This is an optimization exercise on Yosys and OpenROAD, whose aim is small area, a short achievable clock period and few clock cycles per item, not a production implementation. Only simulation tests tie the RTL to the original design; equivalence was not proved.

==> run a: inputs <==
// fir_core
module fir_core(
	input clk,
	input rstn,
	input [15:0] din,
	input valid_in,
	output wire in_ready,
	input [5:0] caddr,
	input [15:0] cin,
	input cload,
	output wire [15:0] dout,
	output wire valid_out
);
==> module fir_cmem, before the edit <==
module fir_cmem(
   input WEN,
   input [5:0] WA,
   input [1023:0] C,     
   input [15:0] PD,
   input [15:0] PP,
   output [63:0] WE,
   output [15:0] P,
   output [16:0] S
);
   genvar k;
   generate for (k = 0; k < 64; k = k + 1) begin : g_we
      assign WE[k] = WEN && (WA == k);
   end endgenerate
   wire [5:0] pa = {WA[5:1], ~WA[0]};
   assign P = C[16*pa +: 16];
   assign S = {PD[15], PD} + {PP[15], PP};
endmodule
==> module fir_alu_lzc, before the edit <==
module fir_alu_lzc(input [37:0] mag, output [4:0] e, output nz);
  reg [5:0] msb;
  integer j;
  always @(*) begin
    msb = 6'd0;
    for (j = 0; j < 38; j = j + 1)
      if (mag[j]) msb = j;
  end
  assign e = msb[4:0];
  assign nz = |mag;
endmodule
==> module fir_alu, before the edit <==
module fir_alu (
  input sign,
  input nz,
  input [4:0] e,
  input [37:0] mag,
  output [15:0] y_float
);
  wire [37:0] shifted_value = mag << (6'd38 - {1'b0, e});
  assign y_float = nz ? {sign, e - 5'd5, shifted_value[37:28]} : 16'd0;
endmodule
==> module fir_core, before the edit <==
module fir_core(
	input clk,
	input rstn,
	input [15:0] din,
	input valid_in,
	output wire in_ready,
	input [5:0] caddr,
	input [15:0] cin,
	input cload,
	output wire [15:0] dout,
	output wire valid_out
);
	localparam LAT = 7;
	reg ready_r;		 
	reg hclr;		 
	reg [LAT:0] vpipe;	 
	reg [15:0] din_r;
	reg cload_r;
	reg [5:0] caddr_r;
	reg [15:0] cin_r;
	reg [15:0] coef [0:63];	 
	reg [16:0] csum [0:31];	 
	reg [15:0] hist [1:63];	 
	wire [63:0] cwe;
	wire [15:0] cpart;
	wire [16:0] cpair;
	reg pw_en;		 
	reg [4:0] pw_pair;
	reg [15:0] pw_d, pw_p;
	reg [15:0] xq;		 
	wire [1023:0] x_flat;
	wire [1023:0] c_flat;
	wire [543:0] s_flat;
	wire [8703:0] pp;
	integer i;
	assign in_ready = ready_r;
	assign valid_out = vpipe[LAT];
	always @(posedge clk or negedge rstn) begin
		if (!rstn) begin
			ready_r <= 1'b0;
			hclr <= 1'b1;
			vpipe <= 0;
		end else begin
			ready_r <= 1'b1;
			hclr <= 1'b0;
			vpipe <= {vpipe[LAT-1:0], valid_in & ready_r};
		end
	end
	always @(posedge clk) begin
		din_r <= din;
		xq <= din_r;
		cload_r <= cload;
		caddr_r <= caddr;
		cin_r <= cin;
	end
	fir_cmem u_cmem (.WEN(cload_r), .WA(caddr_r), .C(c_flat), .PD(pw_d), .PP(pw_p),
		.WE(cwe), .P(cpart), .S(cpair));
	always @(posedge clk) begin
		pw_en <= cload_r;
		pw_pair <= caddr_r[5:1];
		pw_d <= cin_r;
		pw_p <= cpart;
	end
	genvar k;
	generate for (k = 0; k < 64; k = k + 1) begin : g_c
		always @(posedge clk)
			if (cwe[k]) coef[k] <= cin_r;
		assign c_flat[16*k +: 16] = coef[k];
	end endgenerate
	generate for (k = 0; k < 32; k = k + 1) begin : g_s
		always @(posedge clk)
			if (pw_en && pw_pair == k) csum[k] <= cpair;
		assign s_flat[17*k +: 17] = csum[k];
	end endgenerate
	always @(posedge clk) begin
		if (hclr) begin
			for (i = 1; i < 64; i = i + 1)
				hist[i] <= 16'd0;
		end else if (vpipe[1]) begin
			for (i = 63; i > 1; i = i - 1)
				hist[i] <= hist[i-1];
			hist[1] <= xq;
		end
	end
	assign x_flat[15:0] = xq;
	generate for (k = 1; k < 64; k = k + 1) begin : g_x
		assign x_flat[16*k +: 16] = hist[k];
	end endgenerate
	fir_shift_imem u_pp (.x_flat(x_flat), .c_flat(c_flat), .s_flat(s_flat), .pp(pp));
	reg [1547:0] t1;
	wire [1547:0] t1_d;
	fir_alu_s1 u_s1 (.pp(pp), .t1_d(t1_d));
	always @(posedge clk) t1 <= t1_d;
	reg [173:0] t2;
	wire [173:0] t2_d;
	fir_alu_s2 u_s2 (.t1(t1), .t2_d(t2_d));
	always @(posedge clk) t2 <= t2_d;
	reg [73:0] t3;
	wire [73:0] t3_d;
	fir_alu_s3 u_s3 (.t2(t2), .t3_d(t3_d));
	always @(posedge clk) t3 <= t3_d;
	wire [37:0] opa, opb;
	fir_alu_s4 u_s4 (.t3(t3), .opa(opa), .opb(opb));
	wire sign_d;
	wire [37:0] mag_d;
	reg sign_r;
	reg [37:0] mag_r;
	fir_alu_add u_add (.opa(opa), .opb(opb), .sign(sign_d), .mag(mag_d));
	always @(posedge clk) begin
		sign_r <= sign_d;
		mag_r <= mag_d;
	end
	wire [4:0] e_d;
	wire nz_d;
	reg sign2_r, nz2_r;
	reg [4:0] e2_r;
	reg [37:0] mag2_r;
	fir_alu_lzc u_lzc (.mag(mag_r), .e(e_d), .nz(nz_d));
	always @(posedge clk) begin
		sign2_r <= sign_r;
		nz2_r <= nz_d;
		e2_r <= e_d;
		mag2_r <= mag_r;
	end
	wire [15:0] y_d;
	reg [15:0] y_r;
	fir_alu u_alu (.sign(sign2_r), .nz(nz2_r), .e(e2_r), .mag(mag2_r), .y_float(y_d));
	always @(posedge clk) y_r <= y_d;
	assign dout = y_r;
endmodule
export LEC_CHECK = 0
export ABC_CLOCK_PERIOD_IN_PS = 3600
export CAP_MARGIN = 40
export CELL_PAD_IN_SITES_DETAIL_PLACEMENT = 1
export CELL_PAD_IN_SITES_GLOBAL_PLACEMENT = 1
export CORE_MARGIN = 2
export CORE_UTILIZATION = 35
export SLEW_MARGIN = 50
export SYNTH_HIERARCHICAL = 1
export SYNTH_MINIMUM_KEEP_SIZE = 0
export TNS_END_PERCENT = 30
create_clock -name core_clock -period 15.0 [get_ports {clk}]
standard.sh (not shown) runs the stock make flow with config.mk's settings and CLKGATE_MAP_FILE= SYNTH_SCRIPT=/design/flow/synth_recipe.tcl, a recipe that flattens the netlist after the stock synthesis.
==> flow/flow/run.sh <==
#!/bin/bash
# Own flow: the standard layout (standard.sh: the standard synthesis,
# floorplan, placement, CTS and routing, unchanged) with these settings:
#  - ORFS's setup slack margin is raised so that its timing repair aims at a
#    shorter period than the design's clock (the clock and constraints are
#    unchanged);
#  - the port buffers that placement inserts on every input and output are
#    buf_4 cells instead of the default pick;
#  - global routing keeps more spare tracks on met1/met2 (flow/fastroute.tcl);
#  - routing runs on 6 threads.
# Each step's full output goes to its own log here (and ORFS's own logs under
# orfs/logs).
set -euo pipefail
export SETUP_SLACK_MARGIN=10.3
export BUFFER_PORTS_ARGS="-buffer_cell sky130_fd_sc_hd__buf_4"
export FASTROUTE_TCL="$PWD/flow/fastroute.tcl"
bash standard.sh synth > synth.log 2>&1
bash standard.sh floorplan > floorplan.log 2>&1
bash standard.sh place > place.log 2>&1
bash standard.sh cts > cts.log 2>&1
sed 's/"\${@:-finish}"/NUM_CORES=6 "${@:-finish}"/' standard.sh > standard6.sh
bash standard6.sh route > route.log 2>&1
bash standard.sh finish > finish.log 2>&1
==> flow/flow/fastroute.tcl <==
# Global routing layers: met1 and met2 keep more spare tracks so that the
# global router moves more wiring to met3-met5 and detailed routing converges.
set_global_routing_layer_adjustment met1 0.5
set_global_routing_layer_adjustment met2 0.35
set_global_routing_layer_adjustment met3-met5 0.2
set_routing_layers -clock met3-met5
set_routing_layers -signal met1-met5
==> run b (differences from run a) <==
--- a/flow/design.v
+++ b/flow/design.v
@@ -2,9 +2,7 @@
    input WEN,
    input [5:0] WA,
+   input [15:0] D,
    input [1023:0] C,     
-   input [15:0] PD,
-   input [15:0] PP,
    output [63:0] WE,
-   output [15:0] P,
    output [16:0] S
 );
@@ -14,6 +12,6 @@
    end endgenerate
    wire [5:0] pa = {WA[5:1], ~WA[0]};
-   assign P = C[16*pa +: 16];
-   assign S = {PD[15], PD} + {PP[15], PP};
+   wire [15:0] partner = C[16*pa +: 16];
+   assign S = {D[15], D} + {partner[15], partner};
 endmodule
 module dadec(input xa, input xb, output sa, output sb, output sab);
@@ -9216,6 +9214,12 @@
   assign mag = s[37] ? ~sm1 : s;
 endmodule
-module fir_alu_lzc(input [37:0] mag, output [4:0] e, output nz);
+module fir_alu (
+  input sign,
+  input [37:0] mag,
+  output reg [15:0] y_float
+);
+  reg [37:0] shifted_value;
   reg [5:0] msb;
+  reg [4:0] exponent;
   integer j;
   always @(*) begin
@@ -9223,17 +9227,9 @@
     for (j = 0; j < 38; j = j + 1)
       if (mag[j]) msb = j;
+    exponent = msb[4:0];
+    shifted_value = mag << (6'd38 - {1'b0, exponent});
+    if (mag == 38'd0) y_float = 16'd0;
+    else y_float = {sign, exponent - 5'd5, shifted_value[37:28]};
   end
-  assign e = msb[4:0];
-  assign nz = |mag;
-endmodule
-module fir_alu (
-  input sign,
-  input nz,
-  input [4:0] e,
-  input [37:0] mag,
-  output [15:0] y_float
-);
-  wire [37:0] shifted_value = mag << (6'd38 - {1'b0, e});
-  assign y_float = nz ? {sign, e - 5'd5, shifted_value[37:28]} : 16'd0;
 endmodule
 module fir_core(
@@ -9249,7 +9245,6 @@
 	output wire valid_out
 );
-	localparam LAT = 7;
+	localparam LAT = 5;
 	reg ready_r;		 
-	reg hclr;		 
 	reg [LAT:0] vpipe;	 
 	reg [15:0] din_r;
@@ -9261,10 +9256,5 @@
 	reg [15:0] hist [1:63];	 
 	wire [63:0] cwe;
-	wire [15:0] cpart;
 	wire [16:0] cpair;
-	reg pw_en;		 
-	reg [4:0] pw_pair;
-	reg [15:0] pw_d, pw_p;
-	reg [15:0] xq;		 
 	wire [1023:0] x_flat;
 	wire [1023:0] c_flat;
@@ -9277,9 +9267,7 @@
 		if (!rstn) begin
 			ready_r <= 1'b0;
-			hclr <= 1'b1;
 			vpipe <= 0;
 		end else begin
 			ready_r <= 1'b1;
-			hclr <= 1'b0;
 			vpipe <= {vpipe[LAT-1:0], valid_in & ready_r};
 		end
@@ -9287,17 +9275,9 @@
 	always @(posedge clk) begin
 		din_r <= din;
-		xq <= din_r;
 		cload_r <= cload;
 		caddr_r <= caddr;
 		cin_r <= cin;
 	end
-	fir_cmem u_cmem (.WEN(cload_r), .WA(caddr_r), .C(c_flat), .PD(pw_d), .PP(pw_p),
-		.WE(cwe), .P(cpart), .S(cpair));
-	always @(posedge clk) begin
-		pw_en <= cload_r;
-		pw_pair <= caddr_r[5:1];
-		pw_d <= cin_r;
-		pw_p <= cpart;
-	end
+	fir_cmem u_cmem (.WEN(cload_r), .WA(caddr_r), .D(cin_r), .C(c_flat), .WE(cwe), .S(cpair));
 	genvar k;
 	generate for (k = 0; k < 64; k = k + 1) begin : g_c
@@ -9308,18 +9288,18 @@
 	generate for (k = 0; k < 32; k = k + 1) begin : g_s
 		always @(posedge clk)
-			if (pw_en && pw_pair == k) csum[k] <= cpair;
+			if (cwe[2*k] || cwe[2*k+1]) csum[k] <= cpair;
 		assign s_flat[17*k +: 17] = csum[k];
 	end endgenerate
 	always @(posedge clk) begin
-		if (hclr) begin
+		if (!ready_r) begin
 			for (i = 1; i < 64; i = i + 1)
 				hist[i] <= 16'd0;
-		end else if (vpipe[1]) begin
+		end else if (vpipe[0]) begin
 			for (i = 63; i > 1; i = i - 1)
 				hist[i] <= hist[i-1];
-			hist[1] <= xq;
+			hist[1] <= din_r;
 		end
 	end
-	assign x_flat[15:0] = xq;
+	assign x_flat[15:0] = din_r;
 	generate for (k = 1; k < 64; k = k + 1) begin : g_x
 		assign x_flat[16*k +: 16] = hist[k];
@@ -9349,19 +9329,7 @@
 		mag_r <= mag_d;
 	end
-	wire [4:0] e_d;
-	wire nz_d;
-	reg sign2_r, nz2_r;
-	reg [4:0] e2_r;
-	reg [37:0] mag2_r;
-	fir_alu_lzc u_lzc (.mag(mag_r), .e(e_d), .nz(nz_d));
-	always @(posedge clk) begin
-		sign2_r <= sign_r;
-		nz2_r <= nz_d;
-		e2_r <= e_d;
-		mag2_r <= mag_r;
-	end
 	wire [15:0] y_d;
 	reg [15:0] y_r;
-	fir_alu u_alu (.sign(sign2_r), .nz(nz2_r), .e(e2_r), .mag(mag2_r), .y_float(y_d));
+	fir_alu u_alu (.sign(sign_r), .mag(mag_r), .y_float(y_d));
 	always @(posedge clk) y_r <= y_d;
 	assign dout = y_r;
==> flow/flow/run.sh (replaced) <==
#!/bin/bash
# Own flow: the standard layout (standard.sh: the standard synthesis,
# floorplan, placement, CTS and routing, unchanged) with two settings:
#  - ORFS's setup slack margin is raised so that its timing repair aims at a
#    shorter period than the design's clock (the clock and constraints are
#    unchanged);
#  - the port buffers that placement inserts on every input and output are
#    buf_4 cells instead of the default pick.
# Each step's full output goes to its own log here (and ORFS's own logs under
# orfs/logs).
set -euo pipefail
export SETUP_SLACK_MARGIN=10.3
export BUFFER_PORTS_ARGS="-buffer_cell sky130_fd_sc_hd__buf_4"
bash standard.sh synth > synth.log 2>&1
bash standard.sh floorplan > floorplan.log 2>&1
bash standard.sh place > place.log 2>&1
bash standard.sh cts > cts.log 2>&1
bash standard.sh route > route.log 2>&1
bash standard.sh finish > finish.log 2>&1
Settings changed: CAP_MARGIN 40 to 20, CELL_PAD_IN_SITES_DETAIL_PLACEMENT 1 to not set, CELL_PAD_IN_SITES_GLOBAL_PLACEMENT 1 to not set, CORE_UTILIZATION 35 to 50, SLEW_MARGIN 50 to 20, TNS_END_PERCENT 30 to 10.
removed: flow/flow/fastroute.tcl
==> comparison <==
- Run b never finished: it broke off in global routing on GRT-0116. Run a stopped in global routing.
- In synthesized cell count, run b and run a hardly differ.
- Area after synthesis is about the same in run b and run a.
==> figures <==
| metric | run a | run b |
|---|---|---|
| Post-Place Cell Area | 459000 um^2 | 435000 um^2 |
| Number of instances in the synthesized netlist | 30200 | 30200 |
| Fraction of synthesized cell area in xor and xnor cells | 0.161% | 0.145% |
| Mean cell area of the mapped netlist | 14.1 um^2 | 14.2 um^2 |
| Height of the die | 1110 um | 929 um |
| Outcome | aborted with a tool error | aborted with a tool error |
| Failing step | global routing | global routing |
| Post-CTS setup repair buffer count | 31 | 85 |
| Pre-CTS setup slack | 9.73 ns | 6.53 ns |
| Cell row count | 406 | 339 |
| Flop and latch count out of synthesis | 4575 | 4473 |
| Unique cell type count in the Yosys netlist | 104 | 115 |
| RePlAce Congestion | 1.30 | 1.34 |
| Share of synthesized registers carrying an async set or reset | 0.219% | 0.156% |
| Number of sinks handled by clock tree synthesis | 4575 | 4473 |
| Sequential fraction of the synthesis area | 25.1% | 24.6% |
| HPWL after detailed placement | 3220000 um | 2590000 um |
| Starting density of the core | 35.0% | 50.2% |
| Post-synthesis adder-cell area fraction | 40.7% | 40.7% |
Testbench counts of run a, summed over its fixed seeds: cycles 2,112, items 2,048.
Testbench counts of run b, summed over its fixed seeds: cycles 2,096, items 2,048.
